This is an optimization exercise on Yosys and OpenROAD, whose aim is small area and a short achievable clock period, not a production implementation.
Only the layout flow was run in this run; the RTL was not checked for function there.
No activity file was given, so power comes from the tool's default toggle rates.

==> flow/design.v <==
`timescale 1ns / 1ps
module gen_register( clk, rst, data_in, data_out, write_en  );
	parameter WORD_SIZE = 32 ;
	input wire clk, rst, write_en;
	input wire [WORD_SIZE-1:0] data_in;
	output reg [WORD_SIZE-1:0] data_out;
always @ (posedge rst or posedge clk ) begin
	if ( rst ) begin
		data_out <= { WORD_SIZE {1'b0} };
	end else begin
		if(write_en)
			data_out <= data_in;
	end
end
endmodule
`timescale 1ns / 1ps
module fp_adder_stage1
	(
		input  wire [31:0] n1,
		input  wire [31:0] n2,
		output wire [7:0]  exp_a,
		output wire [22:0] frac_a,
		output wire [23:0] sig_b,
		output wire [4:0]  sh,
		output wire        big,
		output wire        sign_a,
		output wire        sub
	);
	wire [7:0] e1 = n1[30:23];
	wire [7:0] e2 = n2[30:23];
	wire [7:0] d12, d21;
	wire       ge12, ge21;
	fpa_sub8 sub12 (.a(e1), .b(e2), .d(d12), .ge(ge12));
	fpa_sub8 sub21 (.a(e2), .b(e1), .d(d21), .ge(ge21));
	wire       swap = ~ge12;               
	wire [7:0] s = d12[7] ? d21 : d12;
	assign sh     = s[4:0];
	assign big    = s[7] | s[6] | s[5] | (s[4] & s[3]);    
	assign exp_a  = swap ? e2 : e1;
	assign frac_a = swap ? n2[22:0] : n1[22:0];
	assign sig_b  = swap ? {|e1, n1[22:0]} : {|e2, n2[22:0]};
	assign sign_a = swap ? n2[31] : n1[31];
	assign sub    = n1[31] ^ n2[31];
endmodule
module fpa_sub8
	(
		input  wire [7:0] a,
		input  wire [7:0] b,
		output wire [7:0] d,
		output wire       ge
	);
	wire [7:0] p = a ^ ~b;
	wire [7:0] g = a & ~b;
	wire [8*4-1:0] gg;
	wire [8*4-1:0] pp;
	assign gg[7:0] = g;
	assign pp[7:0] = p;
	genvar k, i;
	generate
		for (k = 0; k < 3; k = k + 1) begin : lvl
			for (i = 0; i < 8; i = i + 1) begin : bt
				if ((i >> k) & 1) begin : node
					localparam integer J = ((i >> k) << k) - 1;
					assign gg[8*(k+1)+i] = gg[8*k+i] | (pp[8*k+i] & gg[8*k+J]);
					assign pp[8*(k+1)+i] = pp[8*k+i] & pp[8*k+J];
				end else begin : pass
					assign gg[8*(k+1)+i] = gg[8*k+i];
					assign pp[8*(k+1)+i] = pp[8*k+i];
				end
			end
		end
	endgenerate
	wire [7:0] c = gg[8*3 +: 8] | pp[8*3 +: 8];
	assign d  = p ^ {c[6:0], 1'b1};
	assign ge = c[7];
endmodule
`timescale 1ns / 1ps
module fp_adder_stage2
	(
		input  wire [23:0] sig_a,
		input  wire [23:0] sig_b,
		input  wire [4:0]  sh,
		input  wire        big,
		input  wire        sign_a,
		input  wire        sub,
		output wire [24:0] mag,
		output wire        sign
	);
	wire [23:0] s0 = big   ? 24'd0 :
	                 sh[4] ? {16'd0, sig_b[23:16]} : sig_b;
	wire [23:0] s1 = sh[3] ? {8'd0, s0[23:8]} : s0;
	wire [23:0] s2 = sh[2] ? {4'd0, s1[23:4]} : s1;
	wire [23:0] s3 = sh[1] ? {2'd0, s2[23:2]} : s2;
	wire [23:0] bs = sh[0] ? {1'd0, s3[23:1]} : s3;
	wire [23:0] b = bs ^ {24{sub}};
	wire [23:0] g0 = sig_a & b;
	wire [23:0] p0 = sig_a ^ b;
	wire [24*6-1:0] g;
	wire [24*6-1:0] p;
	assign g[23:0] = g0;
	assign p[23:0] = p0;
	genvar k, i;
	generate
		for (k = 0; k < 5; k = k + 1) begin : lvl
			for (i = 0; i < 24; i = i + 1) begin : bt
				if ((i >> k) & 1) begin : node
					localparam integer J = ((i >> k) << k) - 1;
					assign g[24*(k+1)+i] = g[24*k+i] | (p[24*k+i] & g[24*k+J]);
					assign p[24*(k+1)+i] = p[24*k+i] & p[24*k+J];
				end else begin : pass
					assign g[24*(k+1)+i] = g[24*k+i];
					assign p[24*(k+1)+i] = p[24*k+i];
				end
			end
		end
	endgenerate
	wire [23:0] G = g[24*5 +: 24];
	wire [23:0] P = p[24*5 +: 24];
	wire cout   = G[23];
	wire force_ = sub & ~|bs & sig_a[23];
	wire cin    = sub & cout & ~force_;
	wire [23:0] c = {G[22:0], 1'b0} | ({P[22:0], 1'b1} & {24{cin}});
	wire [23:0] sm = p0 ^ c;
	wire inv = sub & ~cin;
	assign mag  = {~sub & cout, sm ^ {24{inv}}};
	assign sign = sign_a ^ (sub & ~cout);
endmodule
`timescale 1ns / 1ps
module fp_adder_stage3
	(
		input  wire [24:0] mag,
		input  wire        sign,
		input  wire [7:0]  exp_a1,
		output wire [31:0] result,
		output wire        nonzero
	);
	wire [31:0] x = {mag, 7'd0};
	wire [15:0] v0;
	wire [15:0] c0;
	wire [7:0]  v1;
	wire [15:0] c1;
	wire [3:0]  v2;
	wire [11:0] c2;
	wire [1:0]  v3;
	wire [7:0]  c3;
	genvar j;
	generate
		for (j = 0; j < 16; j = j + 1) begin : l0
			assign v0[j] = x[2*j+1] | x[2*j];
			assign c0[j] = ~x[2*j+1];
		end
		for (j = 0; j < 8; j = j + 1) begin : l1
			assign v1[j] = v0[2*j+1] | v0[2*j];
			assign c1[2*j +: 2] = v0[2*j+1] ? {1'b0, c0[2*j+1]} : {1'b1, c0[2*j]};
		end
		for (j = 0; j < 4; j = j + 1) begin : l2
			assign v2[j] = v1[2*j+1] | v1[2*j];
			assign c2[3*j +: 3] = v1[2*j+1] ? {1'b0, c1[2*(2*j+1) +: 2]} : {1'b1, c1[2*(2*j) +: 2]};
		end
		for (j = 0; j < 2; j = j + 1) begin : l3
			assign v3[j] = v2[2*j+1] | v2[2*j];
			assign c3[4*j +: 4] = v2[2*j+1] ? {1'b0, c2[3*(2*j+1) +: 3]} : {1'b1, c2[3*(2*j) +: 3]};
		end
	endgenerate
	wire [4:0] lz = v3[1] ? {1'b0, c3[7:4]} : {1'b1, c3[3:0]};
	assign nonzero = v3[1] | v3[0];
	wire [24:0] n1 = lz[4] ? {mag[8:0], 16'd0} : mag;
	wire [24:0] n2 = lz[3] ? {n1[16:0], 8'd0} : n1;
	wire [24:0] n3 = lz[2] ? {n2[20:0], 4'd0} : n2;
	wire [24:0] n4 = lz[1] ? {n3[22:0], 2'd0} : n3;
	wire [24:0] n5 = lz[0] ? {n4[23:0], 1'd0} : n4;
	wire [7:0] exp_r;
	wire       exp_ge;
	fpa_sub8 esub (.a(exp_a1), .b({3'd0, lz}), .d(exp_r), .ge(exp_ge));
	assign result = {sign, exp_r, n5[23:1]};
endmodule
`timescale 1ns / 1ps
module FP_Adder
	#(
		parameter FP_SIZE = 32,
		parameter FRAC_SIZE = 23,
		parameter EXP_SIZE = 8
	)
	(
		input clk,
		input rst,
		input enable,
		input[FP_SIZE-1:0]  N1,
		input[FP_SIZE-1:0]  N2,
		input wire valid,
		output reg[FP_SIZE-1:0] result
	);
	wire [7:0]  o_exp;
	wire [22:0] o_fra;
	wire [23:0] o_sigb;
	wire [4:0]  o_sh;
	wire        o_big, o_sa, o_sub;
	fp_adder_stage1 stage_1 (
		.n1(N1), .n2(N2),
		.exp_a(o_exp), .frac_a(o_fra), .sig_b(o_sigb),
		.sh(o_sh), .big(o_big), .sign_a(o_sa), .sub(o_sub));
	reg [7:0]  r_exp;
	reg [22:0] r_fra;
	reg [23:0] r_sigb;
	reg [4:0]  r_sh;
	reg        r_big, r_sa, r_sub;
	reg        r_valid;
	reg        r_en;
	always @(posedge clk) begin
		r_exp   <= o_exp;
		r_fra   <= o_fra;
		r_sigb  <= o_sigb;
		r_sh    <= o_sh;
		r_big   <= o_big;
		r_sa    <= o_sa;
		r_sub   <= o_sub;
		r_valid <= valid;
	end
	always @(posedge clk or posedge rst) begin
		if (rst) r_en <= 1'b0;
		else     r_en <= enable;
	end
	wire [24:0] a_mag_d;
	wire        a_sign_d;
	fp_adder_stage2 stage_2 (
		.sig_a({|r_exp, r_fra}), .sig_b(r_sigb), .sh(r_sh), .big(r_big),
		.sign_a(r_sa), .sub(r_sub),
		.mag(a_mag_d), .sign(a_sign_d));
	reg [24:0] a_mag;
	reg        a_sign;
	reg [7:0]  a_exp1;      
	reg        a_live;
	always @(posedge clk) begin
		if (r_en) begin
			a_mag  <= a_mag_d;
			a_sign <= a_sign_d;
			a_exp1 <= r_exp + 8'd1;
		end
	end
	always @(posedge clk or posedge rst) begin
		if (rst)       a_live <= 1'b0;
		else if (r_en) a_live <= r_valid;
	end
	wire [31:0] b_res_d;
	wire        b_nz_d;
	fp_adder_stage3 stage3 (
		.mag(a_mag), .sign(a_sign), .exp_a1(a_exp1),
		.result(b_res_d), .nonzero(b_nz_d));
	reg [31:0] b_res;
	reg        b_ok;        
	always @(posedge clk) begin
		if (r_en) b_res <= b_res_d;
	end
	always @(posedge clk or posedge rst) begin
		if (rst)       b_ok <= 1'b0;
		else if (r_en) b_ok <= a_live & b_nz_d;
	end
	always @(posedge clk or posedge rst) begin
		if (rst)       result <= 'd0;
		else if (r_en) result <= b_ok ? b_res : 32'd0;
	end
endmodule
==> flow/flow/run.sh <==
#!/bin/bash
# Own layout flow: the standard synthesis (standard.sh synth, unchanged),
# then ORFS's standard layout steps with
#  - timing repair aimed below the 16 ns clock (setup margin in margin.txt),
#  - resizing free to change cell footprints (drive strengths),
#  - plain buffers (not delay cells) on the ports.
# Each step's full output goes to a log file in this folder.
set -uo pipefail
MARGIN=$(cat flow/margin.txt 2>/dev/null || echo 11.8)
bash standard.sh synth > synth.log 2>&1 || { tail -50 synth.log; exit 1; }
bash standard.sh SETUP_SLACK_MARGIN=$MARGIN MATCH_CELL_FOOTPRINT=0 \
  "BUFFER_PORTS_ARGS=-buffer_cell sky130_fd_sc_hd__buf_2" finish > layout.log 2>&1 \
  || { tail -50 layout.log; exit 1; }
tail -5 layout.log
==> flow/flow/margin.txt <==
11.9
==> flow/standard.sh <==
#!/bin/bash
# synth_recipe.tcl (not shown) runs the flow's synth.tcl, then flattens the netlist and writes it again
# the make line also repeats each setting of config.mk as NAME=value (left out here)
make -C /OpenROAD-flow-scripts/flow DESIGN_CONFIG=/design/flow/config.mk WORK_HOME=/design/flow/orfs CLKGATE_MAP_FILE= SYNTH_SCRIPT=/design/flow/synth_recipe.tcl "${@:-finish}"
==> flow/config.mk <==
export PLATFORM = sky130hd
export DESIGN_NAME = FP_Adder
export DESIGN_NICKNAME = FP_Adder
export VERILOG_FILES = /design/flow/design.v
export SDC_FILE = /design/flow/constraint.sdc
export NUM_CORES = 4
export LEC_CHECK = 0
export CAP_MARGIN = 20
export CORE_MARGIN = 2
export CORE_UTILIZATION = 65
export SLEW_MARGIN = 20
==> flow/constraint.sdc <==
create_clock -name core_clock -period 16.0 [get_ports {clk}]
set_input_delay 3.2000 -clock core_clock [delete_from_list [all_inputs] [get_ports {clk}]]
set_output_delay 3.2000 -clock core_clock [all_outputs]
set_load 0.01 [all_outputs]
==> run summary <==
-- worst max-delay path, cell delays in order --
cell     delay [ps]
buf_12           80
inv_8            30
ha_4            140
inv_2            60
fa_2            200
a21bo_4         230
a21oi_4         150
nor2_1           80
o21a_1          210
o41ai_4         300
xnor2_2         230
mux2_4          360
xor2_1          170
a221o_1         350
-- power groups by stage --
| stage | Combinational (mW) | Clock, mW | Sequential [mW] |
|---|---|---|---|
| 3_3_place_gp | 1.01 | 0 | 0.709 |
| 5_1_grt | 1.24 | 0.438 | 0.723 |
| 3_5_place_dp | 1.04 | 0 | 0.710 |
| 2_1_floorplan | 0.851 | 0 | 0.667 |
| 6_report | 1.14 | 0.419 | 0.712 |
| 4_1_cts | 1.09 | 0.421 | 0.705 |
-- per-layer routing --
layer	vias to the layer above	wire length, µm	track usage
li1	4714	-	-
met1	4723	12100	0.383
met2	420	15300	0.552
met3	81	1630	0.0496
met4	0	964	0.111
met5	-	0	0
-- final timing paths --
kind / from / slack [ps] / cells past startpoint / end
setup / recovery: N2[23] / 10500 / 14 / r_big
hold / removal: a_sign / 430 / 0 / b_res[31]
setup reg to reg: r_sh[3] / 11170 / 17 / a_mag[19]
hold reg to reg: a_sign / 430 / 0 / b_res[31]
max in group asynchronous: rst / 12790 / 3 / r_en
min in group asynchronous: rst / 2860 / 3 / result[23]
-- layout make-up --
| class | count | area, µm² | share of cell area |
|---|---|---|---|
| Sequential cell | 165 | 4150 | 0.302 |
| Tap cell | 225 | 282 | 0.0205 |
| Inverter | 79 | 308 | 0.0224 |
| Clock inverter | 15 | 198 | 0.0144 |
| Multi-Input combinational cell | 924 | 7120 | 0.519 |
| Antenna cell | 1 | 2.50 | 0.000182 |
| Timing Repair Buffer | 160 | 1230 | 0.0900 |
| Clock buffer | 17 | 425 | 0.0310 |
-- layout by cell type, fill, tap and decap left out, types with 56 or more instances in the layout --
master | synthesis | layout
nand2_1 | 131 | 129
buf_2 | 16 | 91
nor2_1 | 89 | 87
o21ai_0 | 87 | 78
inv_1 | 78 | 74
mux2i_1 | 75 | 74
edfxtp_1 | 66 | 66
dfxtp_1 | 64 | 63
a21oi_1 | 60 | 56
-- state kept, by name, indices dropped and copies added, names as in the netlist --
signal   flops
a_sign       1
a_mag       25
r_exp        8
a_live       1
r_valid      1
a_exp1       8
r_fra       23
r_en         1
r_sh         5
b_ok         1
b_res       32
r_sigb      24
result      32
r_sub        1
r_sa         1
r_big        1
-- stage by stage --
stage | total power, mW | cell area, µm² | std cells | util | hold WS (ps)
after detailed placement | 1.75 | 12200 | 1505 | 0.707 | 408
after floorplan | 1.52 | 11700 | 1245 | - | 400
final | 2.27 | 13700 | 1586 | 0.796 | 425
after global routing | 2.40 | 13700 | 1586 | 0.796 | 446
after global placement | 1.72 | 12200 | 1505 | 0.707 | 403
after CTS | 2.22 | 13400 | 1566 | 0.777 | 427
-- logic make-up after synthesis --
| family | synth area share |
|---|---|
| AND/OR/NAND/NOR | 0.156 |
| AO/OA/AOI/OAI | 0.192 |
| flip-flops | 0.363 |
| buffers and inverters | 0.0571 |
| multiplexers | 0.129 |
| XOR/XNOR | 0.0491 |
| adder cells (fa/ha/maj) | 0.0539 |
-- what timing repair did --
action	CTS	global route
pin swaps	9	4
cloned	8	1
hold endpoints to repair	0	0
endpoints found under the setup margin	132	121
buffers inserted	21	18
resized for setup	60	34
hold buffers	0	0
-- synthesized netlist by cell type, types with 4 or more instances --
master	instances	area, µm²
nand4_1	7	43.8
a21oi_1	60	300
buf_6	4	45.0
o21a_1	11	82.6
o211ai_1	10	75.1
a221oi_1	12	105
nand3_1	18	90.1
buf_1	13	48.8
a21o_1	4	30.0
a211oi_1	4	30.0
a2111oi_2	16	240
nand2b_1	18	113
nand2_1	131	492
and2_1	8	50.1
nor2b_1	6	37.5
a2111oi_4	6	165
nor2_1	89	334
xor2_1	15	131
buf_2	16	80.1
dfxtp_1	64	1280
a31oi_1	11	68.8
o21bai_1	10	75.1
nor3_1	42	210
inv_1	78	293
mux2_2	58	653
dfrtp_1	35	876
nand3b_1	5	37.5
clkbuf_1	41	154
o21ai_0	87	435
a22oi_1	7	52.6
edfxtp_1	66	1980
xnor2_1	49	429
nor4_1	14	87.6
and3_1	8	50.1
a221o_1	4	40.0
a21oi_2	8	70.1
a211o_1	4	35.0
o22ai_1	9	56.3
ha_1	46	576
o2bb2ai_1	4	35.0
or3_1	6	37.5
mux2i_1	75	751
==> flow_metrics.py <==
metrics = {
    "outcome": {
        "status": "timing/DRC/antenna clean",
    },
    "power_and_ir_drop": {
        "p_int_mw": 1.31,
        "power.density_mw_per_mm2": 165,
        "p_clk_frac": 0.185,
        "comb_power_share": 0.502,
        "p_seq_frac": 0.314,
        "p_leak_nw": 5.82,
        "ir_worst_vdd_mv": 0.0858,
        "swShare": 0.424,
        "p_sw_uw": 963,
    },
    "die": {
        "core_area_mm2": 0.0172,
        "io_pins": 100,
        "initial_core_util": 0.662,
        "dieArea_mm2": 0.0186,
        "rows": 48,
        "die_h_um": 136,
        "die_width_um": 136,
    },
    "clocking": {
        "cts_buffer_depth": 2,
        "clock_sinks": 165,
        "insertion_delay_ps": 440,
        "h-tree-depth": 4,
        "cts_tree": "yes",
        "cts_buffers": 17,
        "root_buffer": "clkbuf_16",
        "clk_pin_slew_ps": 70,
    },
    "worst_setup_path": {
        "arrival_ps": 5810,
        "path_class": "in2reg",
        "required_ps": 16310,
        "worst_setup_path_end_kind": "flip-flop",
        "path_max_fanout": 4,
        "critPathLaunchType": "input pin",
    },
    "sta": {
        "timing.final.ws_setup_ps": 10500,
        "final.setup.tns_ps": 0,
        "min_period_ps": 5500,
        "clock_skew_ps": 15.0,
        "period_share": 0.344,
        "slew-limit-headroom": 0.379,
        "fmax_ghz": 0.182,
        "setup_violations": 0,
        "slew_violations": 0,
        "finalHoldViolCount": 0,
        "grt_setup_unrepaired": "yes",
        "worst_pin_slew_ps": 931,
    },
    "synth": {
        "synth_nets": 1361,
        "seq_area_frac_synth": 0.363,
        "yosys_warnings": 1,
        "async_reset_ff_frac": 0.212,
        "synth.avg_cell_area_um2": 9.17,
        "ys_ff_latch": 165,
        "synth-main-ff-cell": "edfxtp_1",
        "synth_edf_count": 66,
        "netlist_instances": 1245,
        "ys_types": 84,
        "mappedNetlistArea_mm2": 0.0114,
    },
    "global_routing": {
        "antenna_found_initial": 1,
        "gr-total-overflow": 0,
        "grt_max_degree": 57,
        "grt_usage": 0.312,
        "grt_pass1_wl_um": 46100,
        "first_global_vias": 9107,
    },
    "placed_design": {
        "dp_slack_ps": 9260,
        "place_hpwl_um": 19900,
        "routabilityCongestion": 0.966,
        "io_buffers": 99,
    },
    "route": {
        "ant_nets": 0,
        "avgViaCountPerCell": 6.27,
        "firstDrtPassIters": 5,
        "drt_iter0_markers": 695,
        "wl_per_cell_um": 18.9,
        "route.vias.total": 9938,
        "drcViolationCount": 0,
        "routed_wl_um": 30000,
    },
    "worst_hold_path": {
        "hold_path.class": "reg2reg",
    },
    "cells_and_area": {
        "fill_cells": 1124,
        "drive_above_1_share": 0.251,
        "nets": 1463,
        "syn2layout_area_growth_pct": 20.2,
    },
    "run": {
        "maxCapViolations": 0,
    },
}

re-timing with driven ports:
The results above use ideal ports. As a check the final layout listed here was re-extracted and re-timed, cells and wires unchanged.
Step 1: set_driving_cell puts a clkbuf_16 on clk and a buf_2 on each other input, an assumption about the parent block.
Step 2 moves the port delays by t, midway between the first and last clock arrival at a register: inputs arrive t later, outputs are due t later. That takes back most of the time a late clock gives input paths.
Slacks: ideal ports / drivers / drivers and shift; pairs: ideal ports / drivers.
shift t [ns]: 0.479
setup slack, ns: 10.503 / 10.487 / 10.008
worst hold slack (ns): 0.425 / 0.425 / 0.425
After both steps this run still meets setup and hold. The setup slack of this run moves by -0.016 ns with the drivers and by -0.495 ns with both steps.
